This is an optimization exercise on Yosys and OpenROAD, whose aim is small area and a short achievable clock period, not a production implementation. At most, simulation tests tie the RTL to the original design; equivalence was not proved. Power and IR drop assume default switching activity.

// pipeline
module pipeline(
	input				clk,			 
	input				rst_n,		 
	output [9:0]	imem_addr,	 
	input  [15:0]	imem_data,	 
	output			wb_en,		 
	output [3:0]	wb_addr,		 
	output [15:0]	wb_data		 
);
reg [9:0]  PC;
reg        START;
reg [15:0] IRF;
reg [15:8] IRD;       
reg [3:0]  E_op;      
reg [3:0]  E_rd;
reg        E_nz;      
reg        E_sub;     
reg [15:0] R1E;
reg [15:0] R2E;       
reg [15:0] saida_ula;
reg        mult, mult1, mult2, mult3;
reg [3:0]  M0_rd, M1_rd, M2_rd, M3_rd;
reg [15:0] aux3;
reg [3:0]  W_rd;
reg        W_nz;
reg [15:0] saida_ulaW;
reg [15:0] registers [15:0];
assign imem_addr = PC;
assign wb_en   = rst_n & W_nz;
assign wb_addr = W_rd;
assign wb_data = saida_ulaW;
always @(posedge clk) begin
	if (!rst_n) begin
		PC <= 10'd1023;
		START <= 1'b0;
		IRF <= 16'd0;
	end else if (!START) begin
		START <= 1'b1;
	end else begin
		IRF <= imem_data;
		PC <= PC + 10'd1;
	end
end
reg [7:0] rs_oh, rt_oh;    
function [3:0] oh2(input [1:0] v);
	oh2 = 4'b0001 << v;
endfunction
always @(posedge clk) begin
	if (!rst_n) begin
		IRD[15:8] <= 8'd0;
		rs_oh <= 8'h11;
		rt_oh <= 8'h11;
	end else begin
		IRD[15:8] <= IRF[15:8];
  ...
Size in the first run: roughly 500 flip-flops, ~23000 um^2 of cells after synthesis.
clock: 6.0 ns
lec_check: 0
cap_margin: 20
core_margin: 2
core_utilization: 55
cts_buf_list: sky130_fd_sc_hd__clkbuf_8
cts_cluster_diameter: 60
cts_cluster_size: 15
setup_slack_margin: 3.4
slew_margin: 20
standard.sh (not shown) runs the stock make flow with config.mk's settings and CLKGATE_MAP_FILE= SYNTH_SCRIPT=/design/flow/synth_recipe.tcl, a recipe that flattens the netlist after the stock synthesis.
==> flow/flow/run.sh <==
#!/bin/bash
set -euo pipefail
export BUFFER_PORTS_ARGS="-buffer_cell sky130_fd_sc_hd__buf_2"
export CTS_ARGS="-sink_clustering_enable -repair_clock_nets -sink_clustering_size 15 -sink_clustering_max_diameter 60 -buf_list sky130_fd_sc_hd__clkbuf_8 -dont_use_dummy_load"
bash standard.sh finish > standard_flow.log 2>&1
The baseline completed with no timing, DRC or antenna violations.
Change:
Settings changed: CORE_UTILIZATION 55 to 65.
=> Worst hold slack hardly moves; global-route usage is higher by 5.6 points; clock power is lower by a few percent.
Change:
==> flow/flow/run.sh (replaced) <==
#!/bin/bash
set -euo pipefail
export BUFFER_PORTS_ARGS="-buffer_cell sky130_fd_sc_hd__buf_2"
bash standard.sh finish > standard_flow.log 2>&1
Settings changed: CORE_UTILIZATION 65 to 55.
Setup slack degrades by 0.0083 ns.
Design area rises by 2.1%.
Register-to-register slack improves by 0.03 ns.
Sequential share of layout area falls by 0.98 points.
Count of clock-buffer cells in the layout rises by 5.
Power rises by 3.9%.
Change:
--- a/flow/flow/run.sh
+++ b/flow/flow/run.sh
@@ -3,0 +4 @@
+export CTS_ARGS="-sink_clustering_enable -repair_clock_nets -sink_clustering_size 15 -sink_clustering_max_diameter 60 -buf_list sky130_fd_sc_hd__clkbuf_8 -dont_use_dummy_load"
Settings changed: SETUP_SLACK_MARGIN 3.4 to 3.3.
- die area does not change
- core utilization shrinks by 1.5 points
- global-route usage shrinks by 0.70 points
- hold slack gets worse by 0.020 ns
- worst setup slack gets better by 0.010 ns
- via count shrinks by 1.0%
- combinational power shrinks by about 6%


Another version of the RTL of pipeline (not shown whole).
Size: ~2000 cells after synthesis, roughly 49 I/O pins, about 0.023 mm^2 of cells after synthesis.
Settings: LEC_CHECK=0, CAP_MARGIN=20, CORE_MARGIN=2, CORE_UTILIZATION=40, CTS_BUF_LIST=sky130_fd_sc_hd__clkbuf_8, CTS_CLUSTER_SIZE=30, SETUP_SLACK_MARGIN=3.4, SLEW_MARGIN=20; clock period 6.0 ns.
run.sh (not shown) runs the stock make flow with config.mk's settings and CLKGATE_MAP_FILE= SYNTH_SCRIPT=/design/flow/synth_recipe.tcl, a recipe that flattens the netlist after the stock synthesis.
Stock flow here: none of the scripts above is used.
Then changed:
CTS_BUF_LIST = unset   (was sky130_fd_sc_hd__clkbuf_8)
CTS_CLUSTER_SIZE = unset   (was 30)
=> The changed run produced a clean layout; maximum frequency hardly moves; clock-buffer cell count decreases by 24; routed wire length decreases by about 0.8%; non-clock buffer count decreases by 2; area after synthesis is unchanged.


== the previous run ==
pipeline, a different RTL version from the one above (not shown whole).
Size in the first run: about 3,000 cells after synthesis, roughly 480 flip-flops, roughly 24,000 um2 of cells after synthesis.
## pipeline
module pipeline(
	input				clk,			 
	input				rst_n,		 
	output [9:0]	imem_addr,	 
	input  [15:0]	imem_data,	 
	output			wb_en,		 
	output [3:0]	wb_addr,		 
	output [15:0]	wb_data		 
);
clock: 6.0 ns
lec_check: 0
cap_margin: 20
core_margin: 2
core_utilization: 40
setup_slack_margin: 3.5
slew_margin: 20
The inputs of the current run differ from those of the previous run as listed below.
Settings: changing SETUP_SLACK_MARGIN from 3.5 to 3.2.
==> comparison <==
- Between the current run and the previous run, it is the current run whose total power of the final layout is lower, by 3.0%.
- Compared with the previous run, the current run shows a lower post-route cell area.
- The current run vs the previous run: total wire length after detailed routing down by a few percent
No functional check of the RTL was part of any run of this note.


Another version of the RTL of pipeline (not shown whole).
For scale: roughly 2000 cells after synthesis, roughly 490 flip-flops, roughly 49 I/O pins, ~23000 µm² of cells after synthesis.
clock: 6.0 ns
lec_check: 0
cap_margin: 20
core_margin: 2
core_utilization: 55
cts_buf_list: sky130_fd_sc_hd__clkbuf_8
cts_cluster_diameter: 60
cts_cluster_size: 15
setup_slack_margin: 3.28
slew_margin: 20
The baseline passed the timing, design-rule and antenna checks.
Edit:
--- a/flow/config.mk
+++ b/flow/config.mk
@@ -10 +10 @@
-export CORE_UTILIZATION = 55
+export CORE_UTILIZATION = 40
@@ -12,2 +12 @@
-export CTS_CLUSTER_DIAMETER = 60
-export CTS_CLUSTER_SIZE = 15
+export CTS_CLUSTER_SIZE = 30
The changed run went through all stages and came out clean.
Total power climbs by roughly a tenth.
Utilization goes down by 16 points.
Critical path depth is unchanged.
Final area rises by a few percent.
No run of this note included a check of the RTL's function; only the layout flow was run.


job 2487:
pipeline again, from the RTL that the note above started with.
clock: 6.0 ns
lec_check: 0
cap_margin: 20
core_margin: 2
core_utilization: 55
cts_buf_list: sky130_fd_sc_hd__clkbuf_8
cts_cluster_diameter: 60
cts_cluster_size: 15
setup_slack_margin: 3.4
slew_margin: 20
standard.sh (not shown) runs the stock make flow with config.mk's settings and CLKGATE_MAP_FILE= SYNTH_SCRIPT=/design/flow/synth_recipe.tcl, a recipe that flattens the netlist after the stock synthesis.
==> flow/flow/run.sh <==
#!/bin/bash
set -euo pipefail
export BUFFER_PORTS_ARGS="-buffer_cell sky130_fd_sc_hd__buf_2"
bash standard.sh finish > standard_flow.log 2>&1
Job 2487 completed; timing, DRC and antenna clean
Modified inputs, job 2912 compared to job 2487
==> flow/run.sh (new file) <==
#!/bin/bash
# synth_recipe.tcl (not shown) runs the flow's synth.tcl, then flattens the netlist and writes it again
# the make line also repeats each setting of config.mk as NAME=value (left out here)
make -C /OpenROAD-flow-scripts/flow DESIGN_CONFIG=/design/flow/config.mk WORK_HOME=/design/flow/orfs CLKGATE_MAP_FILE= SYNTH_SCRIPT=/design/flow/synth_recipe.tcl finish
removed: flow/flow/run.sh
removed: flow/standard.sh
Results
In the metrics for job 2912 and job 2487, the one carrying the lower post-detailed-placement cell area is job 2487. Taking job 2487 as the reference, in job 2912 depth of the critical timing path with buffers and inverters included increased by 1 relative to the old numbers; final weighted congestion of routability-driven global placement decreased by 0.0035 relative to the old numbers; flip-flop and latch share of the layout cell area decreased by 0.38 points relative to the old numbers; clock power decreased by about 4% relative to the old numbers; part of the power in combinational logic increased by 0.3 points relative to the old numbers. [compare] base=job 2487 new=job 2912: power went down 0.93%; minimum setup slack in the final design went down by 110 ps.
No functional check of the RTL was part of any run of this note.


pipeline, a different RTL version from the one above (not shown whole).
For scale: ~1900 cells after synthesis, roughly 500 flip-flops.
Settings: LEC_CHECK=0, CAP_MARGIN=20, CORE_MARGIN=2, CORE_UTILIZATION=55, CTS_BUF_LIST=sky130_fd_sc_hd__clkbuf_8, CTS_CLUSTER_DIAMETER=60, CTS_CLUSTER_SIZE=15, SETUP_SLACK_MARGIN=3.4, SLEW_MARGIN=20; clock period 6.0 ns.
==> flow/flow/run.sh <==
#!/bin/bash
set -euo pipefail
export BUFFER_PORTS_ARGS="-buffer_cell sky130_fd_sc_hd__buf_2"
export CTS_ARGS="-sink_clustering_enable -repair_clock_nets -sink_clustering_size 15 -sink_clustering_max_diameter 60 -buf_list sky130_fd_sc_hd__clkbuf_8 -dont_use_dummy_load"
bash standard.sh finish > standard_flow.log 2>&1
Then changed:
--- a/flow/config.mk
+++ b/flow/config.mk
@@ -10 +10 @@
-export CORE_UTILIZATION = 55
+export CORE_UTILIZATION = 65
The new run finished with timing, DRC and antenna clean.
Setup slack improves by 0.0055 ns.
Global-route usage goes up by 6.1 points.
Sequential cell count stays the same.
Final area is about the same.
Hold slack gets better by 0.0055 ns.
Clock power came out lower by a few percent.
Sequential share of layout area hardly moves.
Clock-buffer cell count shrinks by 2.
Routed wire length is about the same.
Non-clock buffer count increases by 2.
Then changed:
--- a/flow/config.mk
+++ b/flow/config.mk
@@ -10 +10 @@
-export CORE_UTILIZATION = 65
+export CORE_UTILIZATION = 55
@@ -14 +14 @@
-export SETUP_SLACK_MARGIN = 3.4
+export SETUP_SLACK_MARGIN = 3.3
After rerunning:
- wire length grows by 2.5%
- area after synthesis does not change
- final area barely changes
- total power goes down by 0.48%
- cell count goes up by 3.4%
- first-iteration DRC count goes down by 18%
- worst setup slack hardly moves
- die area rose by 18%
- via count is lower by 2.0%
- core utilization goes down by 11 points

==> static timing again, ports no longer ideal <==
Ports are ideal in the flow. The routed layouts listed here were re-timed in OpenROAD. Step 1: set_driving_cell puts a clkbuf_16 on clk and a buf_2 on each other input, an assumption about the parent block. Step 2 adds t to the input delays and takes it off the output delays; t is the mean of the earliest and latest rising clock arrival at the registers after step 1. Input paths then give back, and output paths get back, about the clock's delay inside the block. Slacks: ideal / step 1 / step 2; pairs: ideal / step 1.
run | t (ns) | setup WS [ns] | worst hold slack (ns) | latest minus earliest clock arrival (ns)
the first run of note 1 | 0.700 | 3.218 / 3.047 / 3.047 | 0.332 / 0.332 / 0.332 | 0.060 / 0.060
the second run of note 1 | 0.687 | 3.236 / 3.172 / 2.825 | 0.333 / 0.333 / 0.333 | 0.084 / 0.084
the third run of note 1 | 0.704 | 3.228 / 3.063 / 3.063 | 0.333 / 0.333 / 0.333 | 0.033 / 0.033
the fourth run of note 1 | 0.687 | 3.238 / 3.180 / 2.836 | 0.313 / 0.313 / 0.313 | 0.084 / 0.084
the first run of note 2 | 0.724 | 3.274 / 3.244 / 2.825 | 0.325 / 0.325 / 0.325 | 0.045 / 0.045
the second run of note 2 | 0.657 | 3.273 / 3.243 / 2.822 | 0.326 / 0.326 / 0.326 | 0.032 / 0.032
the previous run | 0.680 | 2.992 / 2.992 / 2.992 | 0.304 / 0.304 / 0.304 | 0.043 / 0.044
the current run | 0.688 | 3.018 / 3.018 / 2.737 | 0.316 / 0.316 / 0.316 | 0.042 / 0.042
the first run of note 4 | 0.706 | 3.222 / 3.162 / 2.609 | 0.324 / 0.324 / 0.324 | 0.044 / 0.044
the second run of note 4 | 0.724 | 3.238 / 3.150 / 2.795 | 0.310 / 0.310 / 0.310 | 0.047 / 0.047
job 2487 | 0.712 | 3.255 / 3.179 / 2.725 | 0.329 / 0.329 / 0.329 | 0.041 / 0.041
job 2912 | 0.724 | 3.148 / 3.101 / 3.009 | 0.325 / 0.325 / 0.325 | 0.046 / 0.046
the first run of note 6 | 0.681 | 3.244 / 3.152 / 2.803 | 0.324 / 0.324 / 0.324 | 0.071 / 0.071
the second run of note 6 | 0.667 | 3.249 / 3.168 / 2.786 | 0.329 / 0.329 / 0.329 | 0.092 / 0.091
the third run of note 6 | 0.683 | 3.252 / 3.154 / 2.716 | 0.328 / 0.328 / 0.328 | 0.046 / 0.045
After both steps every run listed still meets setup and hold. For the first run of note 4, which loses most, drivers alone change the setup slack by -0.060 ns; drivers and shift together by -0.613 ns.
